This design comes from an exercise in tuning for a short achievable clock period and few clock cycles on the open sky130 flow, not from production work.
In this exercise RTL edits were held to simulation tests only and were not proved equivalent to the original.
The clock input has no modelled driver; a real chip could not lean on it and would need a root buffer or a full tree.
No activity file was given, so power comes from the tool's default toggle rates.

// mem_readout_top_2
module mem_readout_top_2(
    input clk,
    input reset,
    input wire [2:0] BX,
    input [6:0] clk_cnt,
    input [2:0] BX_pipe,
    input [5:0] number_in1,
    output [5:0] read_add1,
    input [43:0] input_L1L2_1,
    input [5:0] number_in2,
    output [5:0] read_add2,
    input [43:0] input_L1L2_2,
    input [5:0] number_in3,
    output [5:0] read_add3,
    input [43:0] input_L1L2_3,
    input [5:0] number_in4,
    output [5:0] read_add4,
    input [43:0] input_L1L2_4,
    input [5:0] number_in5,
    output [5:0] read_add5,
    input [43:0] input_L3L4_1,
    input [5:0] number_in6,
    output [5:0] read_add6,
    input [43:0] input_L3L4_2,
    input [5:0] number_in7,
    output [5:0] read_add7,
    input [43:0] input_L3L4_3,
    input [5:0] number_in8,
    output [5:0] read_add8,
    input [43:0] input_L3L4_4,
    input [5:0] number_in9,
    output [5:0] read_add9,
    input [43:0] input_L5L6_1,
    input [5:0] number_in10,
    output [5:0] read_add10,
    input [43:0] input_L5L6_2,
    input [5:0] number_in11,
    output [5:0] read_add11,
    input [43:0] input_L5L6_3,
    input [5:0] number_in12,
    output [5:0] read_add12,
    input [43:0] input_L5L6_4,
    output reg [47:0] mem_dat_stream,
    output reg valid,
    output reg send_BX,
    output reg none
);
Size: about 1800 cells after synthesis, about 380 flip-flops, roughly 740 I/O pins, roughly 17000 sq um of cells after synthesis.
==> module mem_readout_top_2, before the edit <==
module mem_readout_top_2(
    input clk,
    input reset,
    input wire [2:0] BX,
    input [6:0] clk_cnt,
    input [2:0] BX_pipe,
    input [5:0] number_in1,
    output [5:0] read_add1,
    input [43:0] input_L1L2_1,
    input [5:0] number_in2,
    output [5:0] read_add2,
    input [43:0] input_L1L2_2,
    input [5:0] number_in3,
    output [5:0] read_add3,
    input [43:0] input_L1L2_3,
    input [5:0] number_in4,
    output [5:0] read_add4,
    input [43:0] input_L1L2_4,
    input [5:0] number_in5,
    output [5:0] read_add5,
    input [43:0] input_L3L4_1,
    input [5:0] number_in6,
    output [5:0] read_add6,
    input [43:0] input_L3L4_2,
    input [5:0] number_in7,
    output [5:0] read_add7,
    input [43:0] input_L3L4_3,
    input [5:0] number_in8,
    output [5:0] read_add8,
    input [43:0] input_L3L4_4,
    input [5:0] number_in9,
    output [5:0] read_add9,
    input [43:0] input_L5L6_1,
    input [5:0] number_in10,
    output [5:0] read_add10,
    input [43:0] input_L5L6_2,
    input [5:0] number_in11,
    output [5:0] read_add11,
    input [43:0] input_L5L6_3,
    input [5:0] number_in12,
    output [5:0] read_add12,
    input [43:0] input_L5L6_4,
    output reg [47:0] mem_dat_stream,
    output reg valid,
    output reg send_BX,
    output reg none
);
wire [5:0] num [0:11];
assign num[0] = number_in1;   assign num[1] = number_in2;
assign num[2] = number_in3;   assign num[3] = number_in4;
assign num[4] = number_in5;   assign num[5] = number_in6;
assign num[6] = number_in7;   assign num[7] = number_in8;
assign num[8] = number_in9;   assign num[9] = number_in10;
assign num[10] = number_in11; assign num[11] = number_in12;
wire [43:0] dat [0:11];
assign dat[0] = input_L1L2_1;  assign dat[1] = input_L1L2_2;
assign dat[2] = input_L1L2_3;  assign dat[3] = input_L1L2_4;
assign dat[4] = input_L3L4_1;  assign dat[5] = input_L3L4_2;
assign dat[6] = input_L3L4_3;  assign dat[7] = input_L3L4_4;
assign dat[8] = input_L5L6_1;  assign dat[9] = input_L5L6_2;
assign dat[10] = input_L5L6_3; assign dat[11] = input_L5L6_4;
reg [5:0] addr [0:11];           
assign read_add1 = addr[0];   assign read_add2 = addr[1];
assign read_add3 = addr[2];   assign read_add4 = addr[3];
assign read_add5 = addr[4];   assign read_add6 = addr[5];
assign read_add7 = addr[6];   assign read_add8 = addr[7];
assign read_add9 = addr[8];   assign read_add10 = addr[9];
assign read_add11 = addr[10]; assign read_add12 = addr[11];
function [11:0] lowest;
    input [11:0] m;
    integer j;
    reg seen;
    begin
        seen = 1'b0;
        for (j = 0; j < 12; j = j + 1) begin
            lowest[j] = m[j] & ~seen;
            seen = seen | m[j];
        end
    end
endfunction
function [3:0] code;
    input [11:0] s;
    integer j;
    begin
        code = 4'd0;
        for (j = 0; j < 12; j = j + 1)
            code = code | ({4{s[j]}} & (j[3:0] + 4'd1));
    end
endfunction
reg [11:0] ne;                   
reg [11:0] one, two;             
reg [5:0]  nm2 [0:11];           
integer n;
always @(posedge clk) begin
    for (n = 0; n < 12; n = n + 1) begin
        ne[n]  <= |num[n];
        one[n] <= (num[n] == 6'd1);
        two[n] <= (num[n] == 6'd2);
        nm2[n] <= num[n] - 6'd2;
    end
end
reg        first;
reg [11:0] first_m, second_m;
reg [11:0] act;
reg [11:0] last;                 
reg [11:0] succ [0:11];
reg [11:0] nosucc;               
reg        busy;                 
wire [11:0] fst = lowest(ne);
wire [11:0] leave = act & last;
integer i, j;
reg [11:0] act_nxt;
reg [11:0] nosucc_nxt;
always @(*) begin
    for (j = 0; j < 12; j = j + 1) begin
        act_nxt[j] = act[j] & ~last[j];
        for (i = 0; i < j; i = i + 1)
            act_nxt[j] = act_nxt[j] | (leave[i] & succ[i][j]);
    end
end
reg [11:0] succ_nxt [0:11];
reg        seen;
always @(*) begin
    for (i = 0; i < 12; i = i + 1) begin
        seen = 1'b0;
        for (j = 0; j < 12; j = j + 1) begin
            succ_nxt[i][j] = (j > i) & ne[j] & ~seen;
            if (j > i) seen = seen | ne[j];
        end
        nosucc_nxt[i] = ~seen;
    end
end
always @(posedge clk) begin
    first  <= reset;
    nosucc <= nosucc_nxt;
    if (first) begin
        act  <= fst;
        busy <= |ne;
    end else begin
        act  <= act_nxt;
        busy <= busy & ~|(leave & nosucc);
    end
    for (n = 0; n < 12; n = n + 1) begin
        succ[n] <= succ_nxt[n];
        first_m[n]  <= reset & |num[n];
        second_m[n] <= ~reset & first_m[n];
        if (first_m[n])
            last[n] <= one[n] | two[n];
        else if (act[n])
            last[n] <= (addr[n] == nm2[n]);
        else if (second_m[n])
            last[n] <= one[n];
        if (reset)
            addr[n] <= 6'd0;
        else if (first_m[n])
            addr[n] <= 6'd1;
        else if (act[n])
            addr[n] <= addr[n] + 6'd1;
        else if (second_m[n])
            addr[n] <= 6'd0;
    end
end
reg [11:0] sel;                  
reg [3:0]  sel_code;             
reg [2:0]  hdr_bx;               
reg        dvalid;               
reg [43:0] mux;
integer k;
always @(*) begin
    mux = 44'd0;
    for (k = 0; k < 12; k = k + 1)
        mux = mux | ({44{sel[k]}} & dat[k]);
end
always @(posedge clk) begin
    sel      <= reset ? 12'd0 : first ? fst : act;
    sel_code <= reset ? 4'hF : first ? code(fst) : code(act);
    hdr_bx   <= reset ? BX : 3'd0;
    dvalid   <= ~reset & (first ? |ne : busy & ~|(act & one & second_m));
    mem_dat_stream <= {sel_code, mux[43:41] | hdr_bx, mux[40:0]};
    valid   <= ~reset & dvalid;
    send_BX <= ~reset & first;
    none    <= ~reset & (first ? ~|ne : ~busy);
end
endmodule
export LEC_CHECK = 0
export ABC_CLOCK_PERIOD_IN_PS = 1300
export CAP_MARGIN = 20
export CORE_AREA = 6 6 264 264
export DIE_AREA = 0 0 270 270
export PLACE_DENSITY = 0.6
export SETUP_SLACK_MARGIN = 1.8
export SLEW_MARGIN = 20
create_clock -name core_clock -period 3.0 [get_ports {clk}]
standard.sh (not shown) runs the stock make flow with config.mk's settings and CLKGATE_MAP_FILE= SYNTH_SCRIPT=/design/flow/synth_recipe.tcl, a recipe that flattens the netlist after the stock synthesis.
==> flow/flow/run.sh <==
#!/bin/bash
# Standard ORFS layout with three changes:
# - synthesis and the resizer do not use the slow 3- and 4-input OR and
#   4-input NOR cells (added to the platform's don't-use list);
# - the ports get plain buffers that the resizer may size freely (instead
#   of delay cells of a fixed footprint);
# - the clock tree is built by flow/mytree.tcl, hooked in before ORFS's CTS
#   step.
# Tool output goes to standard.log.
DONT_USE="$(cat flow/dont_use.txt)"
bash standard.sh PRE_CTS_TCL="$PWD/flow/pre_cts.tcl" \
  BUFFER_PORTS_ARGS="-buffer_cell sky130_fd_sc_hd__buf_4" \
  MATCH_CELL_FOOTPRINT=0 DONT_USE_CELLS="$DONT_USE" finish > standard.log 2>&1
Other scripts of this flow, unchanged in this note and not shown: flow/flow/dont_use.txt, flow/flow/mytree.tcl, flow/flow/pre_cts.tcl
The baseline finished with timing, DRC and antenna clean.
Testbench counts at the start, summed over its fixed seeds: cycles 29,813.
Edit:
--- a/flow/design.v
+++ b/flow/design.v
@@ -101,16 +101,12 @@
     end
 end
-reg        first;
-reg [11:0] first_m, second_m;
+reg        first, second;
 reg [11:0] act;
 reg [11:0] last;                 
 reg [11:0] succ [0:11];
-reg [11:0] nosucc;               
-reg        busy;                 
 wire [11:0] fst = lowest(ne);
 wire [11:0] leave = act & last;
 integer i, j;
 reg [11:0] act_nxt;
-reg [11:0] nosucc_nxt;
 always @(*) begin
     for (j = 0; j < 12; j = j + 1) begin
@@ -129,34 +125,28 @@
             if (j > i) seen = seen | ne[j];
         end
-        nosucc_nxt[i] = ~seen;
     end
 end
 always @(posedge clk) begin
     first  <= reset;
-    nosucc <= nosucc_nxt;
-    if (first) begin
-        act  <= fst;
-        busy <= |ne;
-    end else begin
-        act  <= act_nxt;
-        busy <= busy & ~|(leave & nosucc);
-    end
+    second <= ~reset & first;
+    if (first)
+        act <= fst;
+    else
+        act <= act_nxt;
     for (n = 0; n < 12; n = n + 1) begin
         succ[n] <= succ_nxt[n];
-        first_m[n]  <= reset & |num[n];
-        second_m[n] <= ~reset & first_m[n];
-        if (first_m[n])
+        if (first)
             last[n] <= one[n] | two[n];
         else if (act[n])
             last[n] <= (addr[n] == nm2[n]);
-        else if (second_m[n])
+        else if (second)
             last[n] <= one[n];
         if (reset)
             addr[n] <= 6'd0;
-        else if (first_m[n])
+        else if (first)
             addr[n] <= 6'd1;
         else if (act[n])
             addr[n] <= addr[n] + 6'd1;
-        else if (second_m[n])
+        else if (second)
             addr[n] <= 6'd0;
     end
@@ -177,9 +167,9 @@
     sel_code <= reset ? 4'hF : first ? code(fst) : code(act);
     hdr_bx   <= reset ? BX : 3'd0;
-    dvalid   <= ~reset & (first ? |ne : busy & ~|(act & one & second_m));
+    dvalid   <= ~reset & (first ? |ne : |act & ~(second & |(act & one)));
     mem_dat_stream <= {sel_code, mux[43:41] | hdr_bx, mux[40:0]};
     valid   <= ~reset & dvalid;
     send_BX <= ~reset & first;
-    none    <= ~reset & (first ? ~|ne : ~busy);
+    none    <= ~reset & (first ? ~|ne : ~|act);
 end
 endmodule
Effect: The new run finished with timing, DRC and antenna clean; clock skew decreases by 13 ps; global-route usage is lower by 0.83 points; worst hold slack gets better by 12 ps; power is lower by a little under a tenth; worst setup slack is worse by 54 ps.
Testbench counts after the change, summed over its fixed seeds: cycles 29,813.
In every run of this note, the design's own scripts or RTL, not TritonCTS, make the clock network.

-- port drivers added, routing unchanged --
The flow's constraints put no driver on any port. The routed layouts listed below were extracted and timed again, unchanged, in two steps.
Step 1, drivers: a clkbuf_16 drives clk and a buf_2 each remaining input, both assumed.
Step 2, shift: input delay + t, output delay - t, t = (earliest + latest rising clock arrival at the registers) / 2. This alone moves slack from input paths to output paths.
Three values: no drivers, after step 1, after step 2; two values: the first two.
run	t (ns)	setup WS [ns]	hold slack, ns	latest minus earliest clock arrival (ns)
the first run	0.470	1.485 / 1.372 / 1.322	0.328 / 0.273 / 0.328	0.066 / 0.065
the second run	0.480	1.431 / 1.301 / 1.273	0.340 / 0.266 / 0.340	0.063 / 0.062
After both steps every run listed still meets setup and hold. The setup slack of the first run, which loses most, moves by -0.113 ns with the drivers and by -0.163 ns with both steps.
